Background: an optimization exercise with open tools, aiming at small area. Do not read the settings as production practice. In this exercise RTL edits were held to simulation tests only and were not proved equivalent to the original.

Setup of job 4449:
## sid_filter
module sid_filter (
    input  logic               clk,
    input  logic               rst,
    input  logic [4:0]         cycle,
    input  logic [31:0]        freg,
    input  logic               cfg_model,
    input  logic [8:0]         cfg_fc_base,
    input  logic signed [10:0] cfg_fc_offset,
    input  logic signed [21:0] voice_i,
    output logic signed [19:0] audio_o
);
clock: 18.0 ns
lec_check: 0
abc_area: 1
cap_margin: 20
core_margin: 2
core_utilization: 65
gpl_timing_driven: 0
place_density: 0.75
slew_margin: 20
synth_memory_max_bits: 32768
standard.sh (not shown) runs the stock make flow with config.mk's settings and CLKGATE_MAP_FILE= SYNTH_SCRIPT=/design/flow/synth_recipe.tcl, a recipe that flattens the netlist after the stock synthesis.
==> flow/flow/run.sh <==
#!/bin/bash
# Own layout flow: the standard synthesis, then
#  - resynth.sh re-maps the combinational cells with an area-oriented ABC
#    script (registers and full adders untouched),
#  - fixfa.py removes inverters between full adders (choosing each full
#    adder's polarity; the logic and the registers stay the same),
#  - ports are buffered with the smallest buffer (buf_1),
# then the standard layout from the synthesized netlist on.
set -euo pipefail
R=orfs/results/${FLOW_PLATFORM}/sid_filter/base
LIB=$FLOW_HOME/platforms/${FLOW_PLATFORM}/lib/sky130_fd_sc_hd__tt_025C_1v80.lib
bash standard.sh synth > synth.log 2>&1
cp $R/1_2_yosys.v $R/1_2_yosys_orig.v
bash flow/resynth.sh $LIB $R/1_2_yosys_orig.v $R/1_2_yosys_rs.v flow/resynth.abc > resynth.log 2>&1
python3 flow/fixfa.py $R/1_2_yosys_rs.v $R/1_2_yosys_fixfa.v > fixfa.log 2>&1
cp $R/1_2_yosys_fixfa.v $R/1_2_yosys.v
touch $R/1_2_yosys.v
export BUFFER_PORTS_ARGS="-buffer_cell sky130_fd_sc_hd__buf_1"
bash standard.sh > layout.log 2>&1
==> flow/flow/resynth.sh <==
#!/bin/bash
# Re-maps the combinational logic of a synthesized netlist with an
# area-oriented ABC script.  Flip-flops and full adders stay as they are
# (black boxes, same instance names); every other cell, half adders
# included, is read as its liberty function and mapped again.
# Usage: resynth.sh LIB in.v out.v abc_script
set -euo pipefail
LIB=$1; IN=$2; OUT=$3; SCR=$4
YOSYS=$(command -v yosys || echo "$FLOW_HOME/../tools/install/yosys/bin/yosys")
DU="-dont_use *lpflow* -dont_use *probe* -dont_use *clkbuf* -dont_use *clkinv* -dont_use *dlygate* -dont_use *dlymetal* -dont_use *clkdly*"
"$YOSYS" -p "read_liberty -ignore_miss_func $LIB; read_verilog $IN; hierarchy -top $FLOW_TOP; \
  blackbox sky130_fd_sc_hd__fa_* sky130_fd_sc_hd__df* sky130_fd_sc_hd__edf* sky130_fd_sc_hd__conb_*; \
  flatten; rename -hide w:*.*; opt_clean -purge; abc -liberty $LIB $DU -D ${FLOW_PERIOD_NS}000 -script $SCR; opt_clean; \
  hilomap -singleton -hicell sky130_fd_sc_hd__conb_1 HI -locell sky130_fd_sc_hd__conb_1 LO; \
  splitnets; opt_clean -purge; stat -liberty $LIB; write_verilog -noattr -nohex -nodec $OUT"
Other scripts of this flow, unchanged in this note and not shown: flow/flow/fixfa.py, flow/flow/resynth.abc
Job 4449 finished every step from synthesis to the final layout, and the layout passed the timing, design-rule and antenna checks.
For job 9253, these inputs were changed with respect to job 4449:
-- flow/config.mk --
<<< job 4449, line 10
export CORE_MARGIN = 2
export CORE_UTILIZATION = 65
export GPL_TIMING_DRIVEN = 0
export PLACE_DENSITY = 0.75
export SLEW_MARGIN = 20
>>> job 9253, line 10
export CORE_MARGIN = 2
export CORE_UTILIZATION = 65
export PLACE_DENSITY = 0.75
export SLEW_MARGIN = 20
### Flow results
Job 4449 → job 9253: cell count up 30; tightest slew margin relative to the limit fell by 3.6 points; first-iteration DRC count lost 257; minimum period implied by the final worst setup slack moved down. Logic depth of the worst register-to-register path | job 9253 above job 4449. [job 9253 vs job 4449] core utilization: lower in job 9253. Diff job 4449 -> job 9253: depth of the critical timing path with buffers and inverters included rose 3; wire length per cell shows a reduction of about 5%. Relative to job 4449, final worst slack has increased by 0.30 ns in job 9253.
Here is what was changed in the inputs of job 2919 compared with job 9253.
==> flow/config.mk <==
export PLATFORM = sky130hd
export DESIGN_NAME = sid_filter
export DESIGN_NICKNAME = sid_filter
export VERILOG_FILES = /design/flow/design.v
export SDC_FILE = /design/flow/constraint.sdc
export NUM_CORES = 4
export LEC_CHECK = 0
export ABC_AREA = 1
export CAP_MARGIN = 5
export CORE_MARGIN = 2
export CORE_UTILIZATION = 70
export PLACE_DENSITY = 0.8
export SLEW_MARGIN = 5
export SYNTH_MEMORY_MAX_BITS = 32768
Findings:
Compared job 2919 against job 9253; summed negative setup slack over all endpoints within noise. In job 2919, the achievable frequency came out about 1.2% below the value in job 9253. Job 2919 vs. job 9253: number of signal-net buffers in the layout went down by 0.58%. The post-placement cell area of job 2919 and that of job 9253 are within noise of each other. Status: cell area parity (job 9253, job 2919). In job 2919, number of placed instances with taps included is lower than in job 9253.
> inputs changed (job 2919 -> job 4204)
-- flow/config.mk --
<<< job 2919, line 9
export CAP_MARGIN = 5
export CORE_MARGIN = 2
export CORE_UTILIZATION = 70
export PLACE_DENSITY = 0.8
export SLEW_MARGIN = 5
export SYNTH_MEMORY_MAX_BITS = 32768
>>> job 4204, line 9
export CAP_MARGIN = 5
export CORE_MARGIN = 2
export CORE_UTILIZATION = 65
export CTS_BUF_LIST = sky130_fd_sc_hd__clkbuf_8
export PLACE_DENSITY = 0.75
export SLEW_MARGIN = 5
export SYNTH_MEMORY_MAX_BITS = 32768
Results
- Looking at the reports, job 2919 completed the entire flow and the layout it produced met the timing, design-rule and antenna checks.
- Job 4204: flow completed, timing, DRC and antenna clean
- Taking job 2919 as the reference, in job 4204 fraction of met1 tracks used by global routing now smaller.
- Share of cell area taken by flip-flops and latches: job 4204 and job 2919 compared, lower one is job 2919
Input-level comparison between job 2228 and job 4204:
-- flow/flow/run.sh --
<<< job 4204, line 2
# Own layout flow: the standard synthesis, then
#  - resynth.sh re-maps the combinational cells with an area-oriented ABC
#    script (registers and full adders untouched),
#  - fixfa.py removes inverters between full adders (choosing each full
#    adder's polarity; the logic and the registers stay the same),
>>> job 2228, line 2
# Own layout flow: the standard synthesis, then
#  - resynth.sh re-maps the combinational cells with an area-oriented ABC
#    script (registers, full and half adders untouched),
#  - fixfa.py removes inverters between full adders (choosing each full
#    adder's polarity; the logic and the registers stay the same),
==> flow/flow/resynth.sh <==
#!/bin/bash
# Re-maps the combinational logic of a synthesized netlist with an
# area-oriented ABC script.  Flip-flops, full and half adders stay as they
# are (black boxes, same instance names); every other cell is read as its
# liberty function and mapped again.
# Usage: resynth.sh LIB in.v out.v abc_script
set -euo pipefail
LIB=$1; IN=$2; OUT=$3; SCR=$4
YOSYS=$(command -v yosys || echo "$FLOW_HOME/../tools/install/yosys/bin/yosys")
DU="-dont_use *lpflow* -dont_use *probe* -dont_use *clkbuf* -dont_use *clkinv* -dont_use *dlygate* -dont_use *dlymetal* -dont_use *clkdly*"
"$YOSYS" -p "read_liberty -ignore_miss_func $LIB; read_verilog $IN; hierarchy -top $FLOW_TOP; \
  blackbox sky130_fd_sc_hd__fa_* sky130_fd_sc_hd__ha_* sky130_fd_sc_hd__df* sky130_fd_sc_hd__edf* sky130_fd_sc_hd__conb_*; \
  flatten; rename -hide w:*.*; opt_clean -purge; abc -liberty $LIB $DU -D ${FLOW_PERIOD_NS}000 -script $SCR; opt_clean; \
  hilomap -singleton -hicell sky130_fd_sc_hd__conb_1 HI -locell sky130_fd_sc_hd__conb_1 LO; \
  splitnets; opt_clean -purge; stat -liberty $LIB; write_verilog -noattr -nohex -nodec $OUT"
==> flow/config.mk <==
export PLATFORM = sky130hd
export DESIGN_NAME = sid_filter
export DESIGN_NICKNAME = sid_filter
export VERILOG_FILES = /design/flow/design.v
export SDC_FILE = /design/flow/constraint.sdc
export NUM_CORES = 4
export LEC_CHECK = 0
export ABC_AREA = 1
export CAP_MARGIN = 20
export CORE_MARGIN = 2
export CORE_UTILIZATION = 65
export PLACE_DENSITY = 0.75
export SLEW_MARGIN = 20
export SYNTH_MEMORY_MAX_BITS = 32768
Notes after the runs:
- Sort job 2228 and job 4204 by area of placed instances, ascending, and job 4204 comes first.
- Relative to job 4204, the number of antenna violations at the first check in global routing of job 2228 is higher by 3.
- In job 2228 the final clock period utilization by the worst path turned out 2.8 points lower than in job 4204.
- Going from job 4204 to job 2228, worst setup slack rose by 0.50 ns; total via count after detailed routing fell by about 2.8%.
- Compared to job 4204, job 2228 has worst hold slack 0.0061 ns lower.

* * *

rev 12:
sid_filter again, from the RTL that the note above started with.
==> flow/config.mk <==
export PLATFORM = sky130hd
export DESIGN_NAME = sid_filter
export DESIGN_NICKNAME = sid_filter
export VERILOG_FILES = /design/flow/design.v
export SDC_FILE = /design/flow/constraint.sdc
export NUM_CORES = 4
export LEC_CHECK = 0
export ABC_AREA = 1
export CAP_MARGIN = 20
export CORE_MARGIN = 2
export CORE_UTILIZATION = 65
export CTS_BUF_LIST = sky130_fd_sc_hd__clkbuf_8
export PLACE_DENSITY = 0.75
export SLEW_MARGIN = 20
export SYNTH_MEMORY_MAX_BITS = 32768
==> flow/constraint.sdc <==
create_clock -name core_clock -period 18.0 [get_ports {clk}]
set_input_delay 3.6000 -clock core_clock [delete_from_list [all_inputs] [get_ports {clk}]]
set_output_delay 3.6000 -clock core_clock [all_outputs]
set_load 0.01 [all_outputs]
==> flow/flow/run.sh <==
#!/bin/bash
# Own layout flow: the standard synthesis, then
#  - resynth.sh re-maps the combinational cells with an area-oriented ABC
#    script (registers and full adders untouched),
#  - fixfa.py removes inverters between full adders (choosing each full
#    adder's polarity; the logic and the registers stay the same),
#  - ports are buffered with the smallest buffer (buf_1),
# then the standard layout from the synthesized netlist on.
set -euo pipefail
R=orfs/results/${FLOW_PLATFORM}/sid_filter/base
LIB=$FLOW_HOME/platforms/${FLOW_PLATFORM}/lib/sky130_fd_sc_hd__tt_025C_1v80.lib
bash standard.sh synth > synth.log 2>&1
cp $R/1_2_yosys.v $R/1_2_yosys_orig.v
bash flow/resynth.sh $LIB $R/1_2_yosys_orig.v $R/1_2_yosys_rs.v flow/resynth.abc > resynth.log 2>&1
python3 flow/fixfa.py $R/1_2_yosys_rs.v $R/1_2_yosys_fixfa.v > fixfa.log 2>&1
cp $R/1_2_yosys_fixfa.v $R/1_2_yosys.v
touch $R/1_2_yosys.v
export BUFFER_PORTS_ARGS="-buffer_cell sky130_fd_sc_hd__buf_1"
bash standard.sh > layout.log 2>&1
==> flow/flow/resynth.abc <==
&get -n
&st
&dch -f
&nf -R 1000 -p
&put
topo
stime -c
==> flow/flow/resynth.sh <==
#!/bin/bash
# Re-maps the combinational logic of a synthesized netlist with an
# area-oriented ABC script.  Flip-flops and full adders stay as they are
# (black boxes, same instance names); every other cell, half adders
# included, is read as its liberty function and mapped again.
# Usage: resynth.sh LIB in.v out.v abc_script
set -euo pipefail
LIB=$1; IN=$2; OUT=$3; SCR=$4
YOSYS=$(command -v yosys || echo "$FLOW_HOME/../tools/install/yosys/bin/yosys")
DU="-dont_use *lpflow* -dont_use *probe* -dont_use *clkbuf* -dont_use *clkinv* -dont_use *dlygate* -dont_use *dlymetal* -dont_use *clkdly*"
"$YOSYS" -p "read_liberty -ignore_miss_func $LIB; read_verilog $IN; hierarchy -top $FLOW_TOP; \
  blackbox sky130_fd_sc_hd__fa_* sky130_fd_sc_hd__df* sky130_fd_sc_hd__edf* sky130_fd_sc_hd__conb_*; \
  flatten; rename -hide w:*.*; opt_clean -purge; abc -liberty $LIB $DU -D ${FLOW_PERIOD_NS}000 -script $SCR; opt_clean; \
  hilomap -singleton -hicell sky130_fd_sc_hd__conb_1 HI -locell sky130_fd_sc_hd__conb_1 LO; \
  splitnets; opt_clean -purge; stat -liberty $LIB; write_verilog -noattr -nohex -nodec $OUT"
Other scripts of this flow, unchanged in this note and not shown: flow/flow/fixfa.py
[inputs] rev 13 vs rev 12
Settings: CTS_BUF_LIST: sky130_fd_sc_hd__clkbuf_8 -> unset.
==> flow/flow/run.sh <==
#!/bin/bash
# Own layout flow: the standard synthesis, then
#  - fixfa.py removes inverters between full adders (choosing each full
#    adder's polarity; the logic and the registers stay the same),
#  - ports are buffered with the smallest buffer (buf_1),
# then the standard layout from the synthesized netlist on.
set -euo pipefail
R=orfs/results/${FLOW_PLATFORM}/sid_filter/base
bash standard.sh synth > synth.log 2>&1
python3 flow/fixfa.py $R/1_2_yosys.v $R/1_2_yosys_fixfa.v > fixfa.log 2>&1
cp $R/1_2_yosys.v $R/1_2_yosys_orig.v
cp $R/1_2_yosys_fixfa.v $R/1_2_yosys.v
touch $R/1_2_yosys.v
export BUFFER_PORTS_ARGS="-buffer_cell sky130_fd_sc_hd__buf_1"
bash standard.sh > layout.log 2>&1
removed: flow/flow/resynth.abc
removed: flow/flow/resynth.sh
Notes after the runs:
- From rev 12 to rev 13 the numbers moved as follows: maximum clock frequency grew by 1.9%, wire length of the first global-routing pass now sits higher, final setup slack of the worst path went up 320 ps.
- Rev 13 vs rev 12, clock tree buffer count of the final layout went up by 2.
- Summary of the comparison: maximum cell stage delay along the critical path is higher in rev 13, relative to rev 12.
- Against rev 12, rev 13 reports a non-clock buffer count in the final layout that is lower.
- Rev 13 reports its worst setup path startpoint as ph_hp$_DFF_P_ while rev 12 reports ph_lpbp$_DFF_P_.

[afterwards: timing with drivers on the ports]
The flow's constraints put no driver on any port. The routed layouts listed below were extracted and timed again, unchanged, in two steps.
Step 1 (the two cells are an assumption about what drives the block):
set clk [get_ports {clk}]
set_driving_cell -lib_cell sky130_fd_sc_hd__clkbuf_16 $clk
set_driving_cell -lib_cell sky130_fd_sc_hd__buf_2 [delete_from_list [all_inputs] $clk]
Step 2, shift: input delay + t, output delay - t, t = (earliest + latest rising clock arrival at the registers) / 2. This alone moves slack from input paths to output paths.
Slacks: no drivers / after step 1 / after step 2; pairs: no drivers / after step 1.
| run | shift t [ns] | setup WS [ns] | clock arrival spread, ns | worst slew at a driven data input, ns |
|---|---|---|---|---|
| job 4449 | 0.511 | 0.425 / 0.425 / 0.425 | 0.016 / 0.016 | 0.05 |
| job 9253 | 0.512 | 0.723 / 0.723 / 0.723 | 0.009 / 0.009 | 0.05 |
| job 2919 | 0.500 | 0.508 / 0.508 / 0.508 | 0.019 / 0.019 | 0.10 |
| job 4204 | 0.554 | 0.518 / 0.518 / 0.518 | 0.018 / 0.018 | 0.05 |
| job 2228 | 0.511 | 1.014 / 1.014 / 1.014 | 0.010 / 0.010 | 0.10 |
| rev 12 | 0.554 | 0.517 / 0.517 / 0.517 | 0.016 / 0.017 | 0.05 |
| rev 13 | 0.512 | 0.836 / 0.836 / 0.836 | 0.017 / 0.017 | 0.05 |
After both steps setup and hold are still met in every run listed.
